Context: an optimization exercise on an open-source flow, tuned for small area. The choices shown serve that exercise and are no tape-out recipe. Function was checked by simulation only, so behaviour that the tests miss may differ from the original.

**flow/design.v**
```verilog
module mult_x8_h10_p18_dis3 (
    input  wire               CLK,
    input  wire signed [15:0] A,
    input  wire signed [9:0]  B,
    output wire signed [25:0] P
);
    assign P = A * B;
endmodule
module  fir_ctrl
#(
    parameter   FIR_IN  = 16,
    parameter   FIR_OUT = 16
)  
(
    input   wire                             sys_clk     ,
    input   wire                             sys_rst_n   ,  
    input   signed  [FIR_IN  - 1:0]          data_in     ,
    input   wire                             data_valid  ,
    output  signed  [FIR_OUT - 1:0]          fir_out     ,
    output  wire                             fir_out_valid
);
reg     signed  [9:0]   h[0:31];   
integer i;      
always@(posedge sys_clk or negedge sys_rst_n)
    if(sys_rst_n == 1'b0)
        begin
            for(i = 0;i < 32;i = i + 1)
                begin
                    h[i] <= 0;
                end
        end        
    else
        begin
            h[0 ] <= 10'd0;
            h[1 ] <= 10'd1;
            h[2 ] <= 10'd1;
            h[3 ] <= 10'd3;
            h[4 ] <= 10'd5;
            h[5 ] <= 10'd9;
            h[6 ] <= 10'd14;
            h[7 ] <= 10'd20;
            h[8 ] <= 10'd28;
            h[9 ] <= 10'd37;
            h[10] <= 10'd46;
            h[11] <= 10'd55;
            h[12] <= 10'd64;
            h[13] <= 10'd72;
            h[14] <= 10'd77;
            h[15] <= 10'd80;
            h[16] <= 10'd80;
            h[17] <= 10'd77;
            h[18] <= 10'd72;
            h[19] <= 10'd64;
            h[20] <= 10'd55;
            h[21] <= 10'd46;
            h[22] <= 10'd37;
            h[23] <= 10'd28;
            h[24] <= 10'd20;
            h[25] <= 10'd14;
            h[26] <= 10'd9;
            h[27] <= 10'd5;
            h[28] <= 10'd3;
            h[29] <= 10'd1;
            h[30] <= 10'd1;
            h[31] <= 10'd0; 
        end
reg     signed  [FIR_IN  - 1:0]  x[0:31];
genvar  k;
generate
    always@(posedge sys_clk or negedge sys_rst_n)
        if(sys_rst_n == 1'b0)
            x[0] <= 0;
        else 
            x[0] <= data_in;
    for(k = 1;k <  32;k = k + 1)    
        begin
            always@(posedge sys_clk or negedge sys_rst_n)
                if(sys_rst_n == 1'b0)
                    x[k] <= 0;
                else 
                    x[k] <= x[k - 1];
        end    
endgenerate               
wire     signed      [25:0]      xh_mul  [0:31];
genvar  q;
generate
    for(q = 0;q<32;q = q + 1)
        begin
            mult_x8_h10_p18_dis3  mult_x8_h10_p18_dis3_inst
            (
                .CLK  (sys_clk  ),            
                .A    (x[q]     ),            
                .B    (h[q]     ),            
                .P    (xh_mul[q])            
            );
        end
endgenerate
reg     signed    [26:0]    xh_add[0:7];    
integer     jk;
always@(posedge sys_clk or negedge sys_rst_n)
    if(sys_rst_n == 1'b0)
        for(jk = 0;jk < 8;jk = jk + 1)
            xh_add[jk] <= 0;
    else if(data_valid == 1'b1) 
        begin
            xh_add[0] <=  xh_mul[0 ] + xh_mul[1 ] + xh_mul[2 ] + xh_mul[3 ];
            xh_add[1] <=  xh_mul[4 ] + xh_mul[5 ] + xh_mul[6 ] + xh_mul[7 ]; 
            xh_add[2] <=  xh_mul[8 ] + xh_mul[9 ] + xh_mul[10] + xh_mul[11];
            xh_add[3] <=  xh_mul[12] + xh_mul[13] + xh_mul[14] + xh_mul[15];
            xh_add[4] <=  xh_mul[16] + xh_mul[17] + xh_mul[18] + xh_mul[19];
            xh_add[5] <=  xh_mul[20] + xh_mul[21] + xh_mul[22] + xh_mul[23];
            xh_add[6] <=  xh_mul[24] + xh_mul[25] + xh_mul[26] + xh_mul[27];
            xh_add[7] <=  xh_mul[28] + xh_mul[29] + xh_mul[30] + xh_mul[31];
        end
reg     signed    [26:0]    xh_add0123, xh_add4567;    
always@(posedge sys_clk or negedge sys_rst_n)
    if(sys_rst_n == 1'b0)
        begin
            xh_add0123 <= 0;
            xh_add4567 <= 0;
        end
    else if(data_valid == 1'b1) 
        begin
            xh_add0123 <=  xh_add[0] + xh_add[1] + xh_add[2] + xh_add[3];
            xh_add4567 <=  xh_add[4] + xh_add[5] + xh_add[6] + xh_add[7]; 
        end
reg     signed    [26:0]    xh_sum;    
always@(posedge sys_clk or negedge sys_rst_n)
    if(sys_rst_n == 1'b0)
        begin
            xh_sum <= 0;
        end
    else if(data_valid == 1'b1) 
            xh_sum <=  xh_add0123 + xh_add4567;
reg     signed        [FIR_OUT - 1:0]       fir_out_reg;          
always@(posedge sys_clk or negedge sys_rst_n)
    if(sys_rst_n == 1'b0)                  
        fir_out_reg <= 0;
    else if(data_valid == 1'b1)              
        fir_out_reg <= xh_sum[26:11];    
reg     out_valid_r1;        
reg     out_valid_r2;        
always@(posedge sys_clk or negedge sys_rst_n)
    if(sys_rst_n == 1'b0) 
        begin
            out_valid_r1 <= 1'b0;
            out_valid_r2 <= 1'b0;  
        end
    else             
        begin
            out_valid_r1 <= data_valid  ;
            out_valid_r2 <= out_valid_r1;
        end
reg     signed        [FIR_OUT - 1:0]       fir_out_hold;
always@(posedge sys_clk or negedge sys_rst_n)
    if(sys_rst_n == 1'b0)
        fir_out_hold <= 0;
    else if(data_valid == 1'b1)
        fir_out_hold <= fir_out_reg;
assign  fir_out = (data_valid == 1'b1)?fir_out_reg:fir_out_hold;                  
assign  fir_out_valid = out_valid_r2;                
endmodule                    
```
**flow/run.sh**
```bash
#!/bin/bash
# synth_recipe.tcl (not shown) runs the flow's synth.tcl, then flattens the netlist and writes it again
# the make line also repeats each setting of config.mk as NAME=value (left out here)
make -C /OpenROAD-flow-scripts/flow DESIGN_CONFIG=/design/flow/config.mk WORK_HOME=/design/flow/orfs CLKGATE_MAP_FILE= SYNTH_SCRIPT=/design/flow/synth_recipe.tcl finish
```
**flow/constraint.sdc**
```tcl
create_clock -name core_clock -period 10.0 [get_ports {sys_clk}]
set_input_delay 2.0000 -clock core_clock [delete_from_list [all_inputs] [get_ports {sys_clk}]]
set_output_delay 2.0000 -clock core_clock [all_outputs]
set_load 0.01 [all_outputs]
```
**flow/config.mk**
```make
export PLATFORM = sky130hd
export DESIGN_NAME = fir_ctrl
export DESIGN_NICKNAME = fir_ctrl
export VERILOG_FILES = /design/flow/design.v
export SDC_FILE = /design/flow/constraint.sdc
export NUM_CORES = 4
export LEC_CHECK = 0
export CAP_MARGIN = 20
export CORE_MARGIN = 2
export CORE_UTILIZATION = 40
export SLEW_MARGIN = 20
```
==> impl_metrics.py <==
metrics = {
    "synthesis": {
        "ys_ff_latch": 817,
        "yosys_warnings": 7,
        "syn_area_mm2": 0.0795,
        "synthesis.nets": 9929,
        "ys.flop_type": "dfrtp_1",
        "synth-edff-count": 0,
        "synth_cell_types": 86,
        "syn_inst": 8069,
        "syn_area_per_cell_um2": 9.85,
        "synth.yosys.seq_area_share": 0.257,
        "async_reset_ff_frac": 1.00,
    },
    "grt": {
        "grt-ovfl-total": 0,
        "grt_usage": 0.192,
        "antenna_found_initial": 9,
        "grt_pass1_wl_mm": 312,
        "grt_pass1_vias": 57500,
        "grt_max_degree": 166,
    },
    "route": {
        "drc_errors": 0,
        "wl_per_cell_um": 17.6,
        "firstDrtPassIters": 8,
        "via_count": 55100,
        "drt-vias-per-instance": 5.10,
        "antenna_left": 0,
        "drtIter0Drc": 3073,
        "wl_mm": 190,
    },
    "floorplan": {
        "die_h_um": 450,
        "dieArea_mm2": 0.202,
        "rows": 163,
        "die_w_um": 450,
        "boundaryPins": 36,
        "start_util": 0.403,
        "coreArea_mm2": 0.197,
    },
    "clocking": {
        "cts_hold_buf": 0,
        "clk_latency_ns": 0.73,
        "cts_resized": 0,
        "clkTransAtPathRegs_ns": 0.07,
        "cts_buffers": 95,
        "clockRootBuffer": "clkbuf_16",
        "htreeDepth": 3,
        "clockBufferDepth": 3,
        "clock_sinks": 817,
        "cts_setup_buffers": 0,
        "cts_tree": "built",
    },
    "layout": {
        "largestRegisters": "x: 496 flops, xh_add: 216 flops",
        "area_growth_pct": 8.46,
        "largest_register_ffs": 496,
        "drive_gt1_frac": 0.0586,
        "fill_cells": 19100,
        "final_area_mm2": 0.0862,
        "layout.nets": 9953,
        "regMostFlops": "x",
    },
    "sta": {
        "max_freq_mhz": 117,
        "period_needed_ns": 8.51,
        "tightest_slew_ns": 1.02,
        "fin_worst_skew_ns": 0.0299,
        "slew_violations": 0,
        "timing.final.crit_share": 0.851,
        "hold_ws_ns": 0.339,
        "max_slew_margin": 0.320,
        "tns_ns": 0,
        "finalHoldViolCount": 0,
        "finalSetupViolCount": 0,
        "rsz0062_at_grt": "no",
    },
    "placed_design": {
        "io_buffers": 35,
        "place_congestion": 0.905,
        "dp_hpwl_mm": 156,
        "placed_cell_area_mm2": 0.0829,
    },
    "setup_path": {
        "crit_path_start_kind": "flip-flop",
        "crit_slowest_cell": "dfrtp_4",
        "startpoint": "genblk2[10].mult_x8_h10_p18_dis3_inst.B[1]$_DFF_PN0_",
        "cpPeakStageDelay_ns": 0.86,
        "crit_required_ns": 10.56,
        "crit_fanout": 102,
        "endpoint_kind": "flip-flop",
        "crit_family": "adder cells",
        "r2r_start": "genblk2[10].mult_x8_h10_p18_dis3_inst.B[1]$_DFF_PN0_",
        "crit_type": "reg2reg",
        "crit_arrival_ns": 9.07,
        "cpMostUsedCell": "inv_1",
        "cp_num_buf_inv": 7,
    },
    "status": {
        "status": "complete, no violations",
    },
    "hold_path": {
        "hp-start": "x[0][0]$_DFF_PN0_",
        "hold_class": "reg2reg",
    },
    "flow_run": {
        "drv_cap": 0,
    },
}
-- routing by layer --
layer  vias to the layer above  wire (um)  GRT usage
met3                       226       5270     0.0200
met4                         0       4710     0.0437
li1                      26900          -          -
met2                       766      94200      0.335
met1                     27200      86000      0.255
met5                         -          0          0
-- cell usage in the layout (no fill, tap or decap), types with 97 or more instances in the layout --
cell / n
ha_1: 1175
nor2b_1: 97
mux2_2: 222
fa_1: 666
xnor2_1: 382
nor3_1: 108
nor2_1: 334
a21oi_1: 413
nand2_1: 433
dfrtp_1: 816
nand3_1: 107
o21ai_0: 279
and2_1: 321
xor2_1: 203
inv_1: 1369
a21o_1: 169
-- final timing paths --
check	endpoint	slack, ns	cells past startpoint
setup reg to reg	xh_add[1][22]$_DFFE_PN0P_	1.49	29
setup / recovery	xh_add[1][22]$_DFFE_PN0P_	1.49	29
hold reg to reg	x[1][0]$_DFF_PN0_	0.34	0
hold / removal	x[1][0]$_DFF_PN0_	0.34	0
min in group asynchronous	x[6][15]$_DFF_PN0_	1.22	1
max in group asynchronous	x[23][6]$_DFF_PN0_	6.63	3
-- stage by stage --
| stage | util | cells | setup slack (ns) |
|---|---|---|---|
| CTS | 0.437 | 10800 | 1.58 |
| detailed placement | 0.420 | 10600 | 1.63 |
| floorplan | - | 8069 | 1.85 |
| finish | 0.437 | 10800 | 1.49 |
| global placement | 0.420 | 10600 | 1.74 |
| global route | 0.437 | 10800 | 0.902 |
-- synth_stat cells, types with 29 or more instances --
cell type	instances	area share
o31ai_1	38	0.0036
and2_1	321	0.025
a21boi_0	50	0.0047
o21ai_0	279	0.018
or2_2	30	0.0024
nand4_1	29	0.0023
ha_1	1175	0.18
nor3_1	108	0.0068
a211oi_1	53	0.0050
or3_1	46	0.0036
o21a_1	67	0.0063
clkbuf_1	115	0.0054
inv_1	1370	0.065
nor2_1	334	0.016
nand2b_1	73	0.0057
nand3_1	107	0.0067
xnor2_1	382	0.042
dfrtp_1	817	0.26
o211ai_1	32	0.0030
a21oi_1	413	0.026
and3_1	40	0.0031
nor2b_1	97	0.0076
a21o_1	169	0.016
mux2_2	222	0.031
a31oi_1	40	0.0031
nand2_1	433	0.020
fa_1	666	0.17
o21bai_1	50	0.0047
xor2_1	203	0.022
-- cells by family (layout without fill, tap and decap cells) --
group	Yosys count	count (layout)	share of synthesized area
other	1	4	0.0000472
flip-flops	817	817	0.257
XOR/XNOR	585	585	0.0645
AND/OR/NAND/NOR	1692	1692	0.107
adder cells (fa/ha/maj)	1841	1841	0.353
multiplexers	228	228	0.0323
AO/OA/AOI/OAI	1409	1409	0.115
buffers and inverters	1496	1600	0.0710
-- area by class of cell --
type                    instances  area (um2)  area share
clock buffers                 116        2610      0.0302
diodes                          3        7.51   0.0000871
flip-flops and latches        817       20400       0.237
inverters                    1370        5140      0.0597
multi-input cells            5756       53400       0.619
repair buffers                 53         571     0.00662
well taps                    2640        3300      0.0383
clock inverters                61         733     0.00850
-- worst register-to-register path: cells and delay by family (launching register included) --
family | cells | cell delay [ns]
fa+ha+maj | 6 | 2.14
simple gates | 5 | 1.35
buf+inv | 7 | 1.78
compound gates | 10 | 2.04
xor+xnor | 1 | 0.19
flops | 1 | 0.86

-- static timing again, ports no longer ideal --
The flow's constraints put no driver on any port. The routed layout listed below was extracted and timed again, unchanged, in two steps.
Step 1 (the two cells are an assumption about what drives the block):
set clk [get_ports {sys_clk}]
set_driving_cell -lib_cell sky130_fd_sc_hd__clkbuf_16 $clk
set_driving_cell -lib_cell sky130_fd_sc_hd__buf_2 [delete_from_list [all_inputs] $clk]
Step 2 times the ports against the registers' clock, not the clock port: input delays grow and output delays shrink by t, the midpoint of the rising clock arrivals with the driver on.
Slacks: ideal ports / drivers / drivers and shift; pairs: ideal ports / drivers.
t, ns: 0.792
setup WS [ns]: 1.489 / 1.489 / 1.489
hold WS [ns]: 0.339 / 0.339 / 0.339
slew at the worst register clock pin (ns): 0.07 / 0.07
After both steps setup and hold are still met in this run. For this run, drivers alone change the setup slack by 0.000 ns; drivers and shift together by 0.000 ns.
